Background: an optimization exercise with open tools, aiming at small area and a short achievable clock period. Do not read the settings as production practice. Only simulation tests tie the RTL to the original design; equivalence was not proved. Power and IR drop assume default switching activity.

Design rfg_host, start of the top module:
module rfg_host (
    input  wire        clk,
    input  wire        resn,
    input  wire [7:0]  s_axis_tdata,
    input  wire        s_axis_tvalid,
    output wire        s_axis_tready,
    input  wire [7:0]  s_axis_tid,
    output wire [7:0]  m_axis_tdata,
    output wire        m_axis_tvalid,
    input  wire        m_axis_tready,
    output wire        m_axis_tlast,
    output wire [7:0]  m_axis_tid,
    output wire [7:0]  m_axis_tdest,
    output wire        debug_got_byte,
    output wire [3:0]  debug_state,
    input  wire [15:0]   hk_xadc_temperature,
    input  wire          hk_xadc_temperature_write,
    input  wire [15:0]   hk_xadc_vccint,
    input  wire          hk_xadc_vccint_write,
    output wire [31:0]   hk_conversion_trigger,
    output wire          hk_conversion_trigger_interrupt,
    input  wire          hk_stat_conversions_counter_enable,
    output wire [7:0]    hk_ctrl,
    output wire [2:0]    hk_ctrl_select_adc,
    output wire [7:0]    hk_adcdac_mosi_fifo_m_axis_tdata,
    output wire          hk_adcdac_mosi_fifo_m_axis_tvalid,
    input  wire          hk_adcdac_mosi_fifo_m_axis_tready,
    output wire          hk_adcdac_mosi_fifo_m_axis_tlast,
    input  wire [7:0]    hk_adc_miso_fifo_s_axis_tdata,
    input  wire          hk_adc_miso_fifo_s_axis_tvalid,
    output wire          hk_adc_miso_fifo_s_axis_tready,
    input  wire [31:0]   hk_adc_miso_fifo_read_size,
    input  wire          hk_adc_miso_fifo_read_size_write,
    output wire [7:0]    layer_0_cfg_ctrl,
    output wire          layer_0_cfg_ctrl_hold,
    output wire          layer_0_cfg_ctrl_reset,
    output wire          layer_0_cfg_ctrl_disable_autoread,
    output wire          layer_0_cfg_ctrl_cs,
  ...
Settings: LEC_CHECK=0, CAP_MARGIN=10, CORE_AREA=10 10 350 350, CTS_CLUSTER_DIAMETER=120, CTS_CLUSTER_SIZE=25, DIE_AREA=0 0 360 360, SETUP_SLACK_MARGIN=3.4, SLEW_MARGIN=20; clock period 6.0 ns.
standard.sh (not shown) runs the stock make flow with config.mk's settings and CLKGATE_MAP_FILE= SYNTH_SCRIPT=/design/flow/synth_recipe.tcl, a recipe that flattens the netlist after the stock synthesis.
==> flow/flow/run.sh <==
#!/bin/bash
set -o pipefail
cp standard.sh standard_sh_copy.log
export BUFFER_PORTS_ARGS="-buffer_cell sky130_fd_sc_hd__buf_1"
bash standard.sh > standard.log 2>&1
The starting point completed with no timing, DRC or antenna violations.
Rerun with:
--- a/flow/config.mk
+++ b/flow/config.mk
@@ -9 +9 @@
-export CORE_AREA = 10 10 350 350
+export CORE_AREA = 10 10 335 335
@@ -12 +12 @@
-export DIE_AREA = 0 0 360 360
+export DIE_AREA = 0 0 345 345
What happened: The changed run completed without violations; sequential share of layout area went up by 0.17 points; non-clock buffer count decreases by 3; count of clock-buffer cells in the layout decreases by 1.
Rerun with:
--- a/flow/config.mk
+++ b/flow/config.mk
@@ -9,4 +9,4 @@
-export CORE_AREA = 10 10 335 335
-export CTS_CLUSTER_DIAMETER = 120
-export CTS_CLUSTER_SIZE = 25
-export DIE_AREA = 0 0 345 345
+export CORE_AREA = 10 10 320 320
+export CTS_CLUSTER_DIAMETER = 80
+export CTS_CLUSTER_SIZE = 20
+export DIE_AREA = 0 0 330 330
Result: Power climbs by 3.9%. Die area came out lower by about 9%. Clock-buffer cell count is higher by 25. Sequential share of layout area barely changes. First-iteration DRC count grows by 9.9%. Combinational power shrinks by about 4%. Global-route usage rose by 2.7 points.
Rerun with:
--- a/flow/config.mk
+++ b/flow/config.mk
@@ -9,4 +9,5 @@
-export CORE_AREA = 10 10 320 320
-export CTS_CLUSTER_DIAMETER = 80
-export CTS_CLUSTER_SIZE = 20
-export DIE_AREA = 0 0 330 330
+export CORE_AREA = 10 10 350 350
+export CTS_CLUSTER_DIAMETER = 120
+export CTS_CLUSTER_SIZE = 25
+export DIE_AREA = 0 0 360 360
+export GPL_TIMING_DRIVEN = 0
Core utilization is lower by 7.5 points.
Global-route usage is higher by 0.45 points.
Via count is higher by 6.6%.
Wire length is higher by 20%.
Power is higher by 0.54%.
Register-to-register slack degrades by 0.02 ns.
Hold slack degrades by 0.099 ns.
Clock power is lower by 13%.

[what the ideal ports hide]
No port has a modelled driver above. Below, the same layouts with a new extraction and two added sets of constraints.
Step 1 sets driving cells, clkbuf_16 on the clock port and buf_2 on the other inputs (assumed; they add their load-dependent delay and slew).
Step 2 times the ports against the registers' clock, not the clock port: input delays grow and output delays shrink by t, the midpoint of the rising clock arrivals with the driver on.
Slacks: ideal / step 1 / step 2; pairs: ideal / step 1.
run | t (ns) | slack for setup (ns) | worst register clock-pin slew, ns | worst data-port slew with drivers (ns)
the first run | 0.774 | 3.312 / 3.237 / 2.598 | 0.12 / 0.12 | 0.15
the second run | 0.791 | 3.294 / 3.213 / 2.618 | 0.11 / 0.11 | 0.15
the third run | 0.750 | 3.248 / 3.241 / 2.515 | 0.09 / 0.09 | 0.24
the fourth run | 0.804 | 3.170 / 3.091 / 2.494 | 0.12 / 0.12 | 0.15
After both steps every run listed still meets setup and hold. For the third run, which loses most, drivers alone change the setup slack by -0.007 ns; drivers and shift together by -0.733 ns.
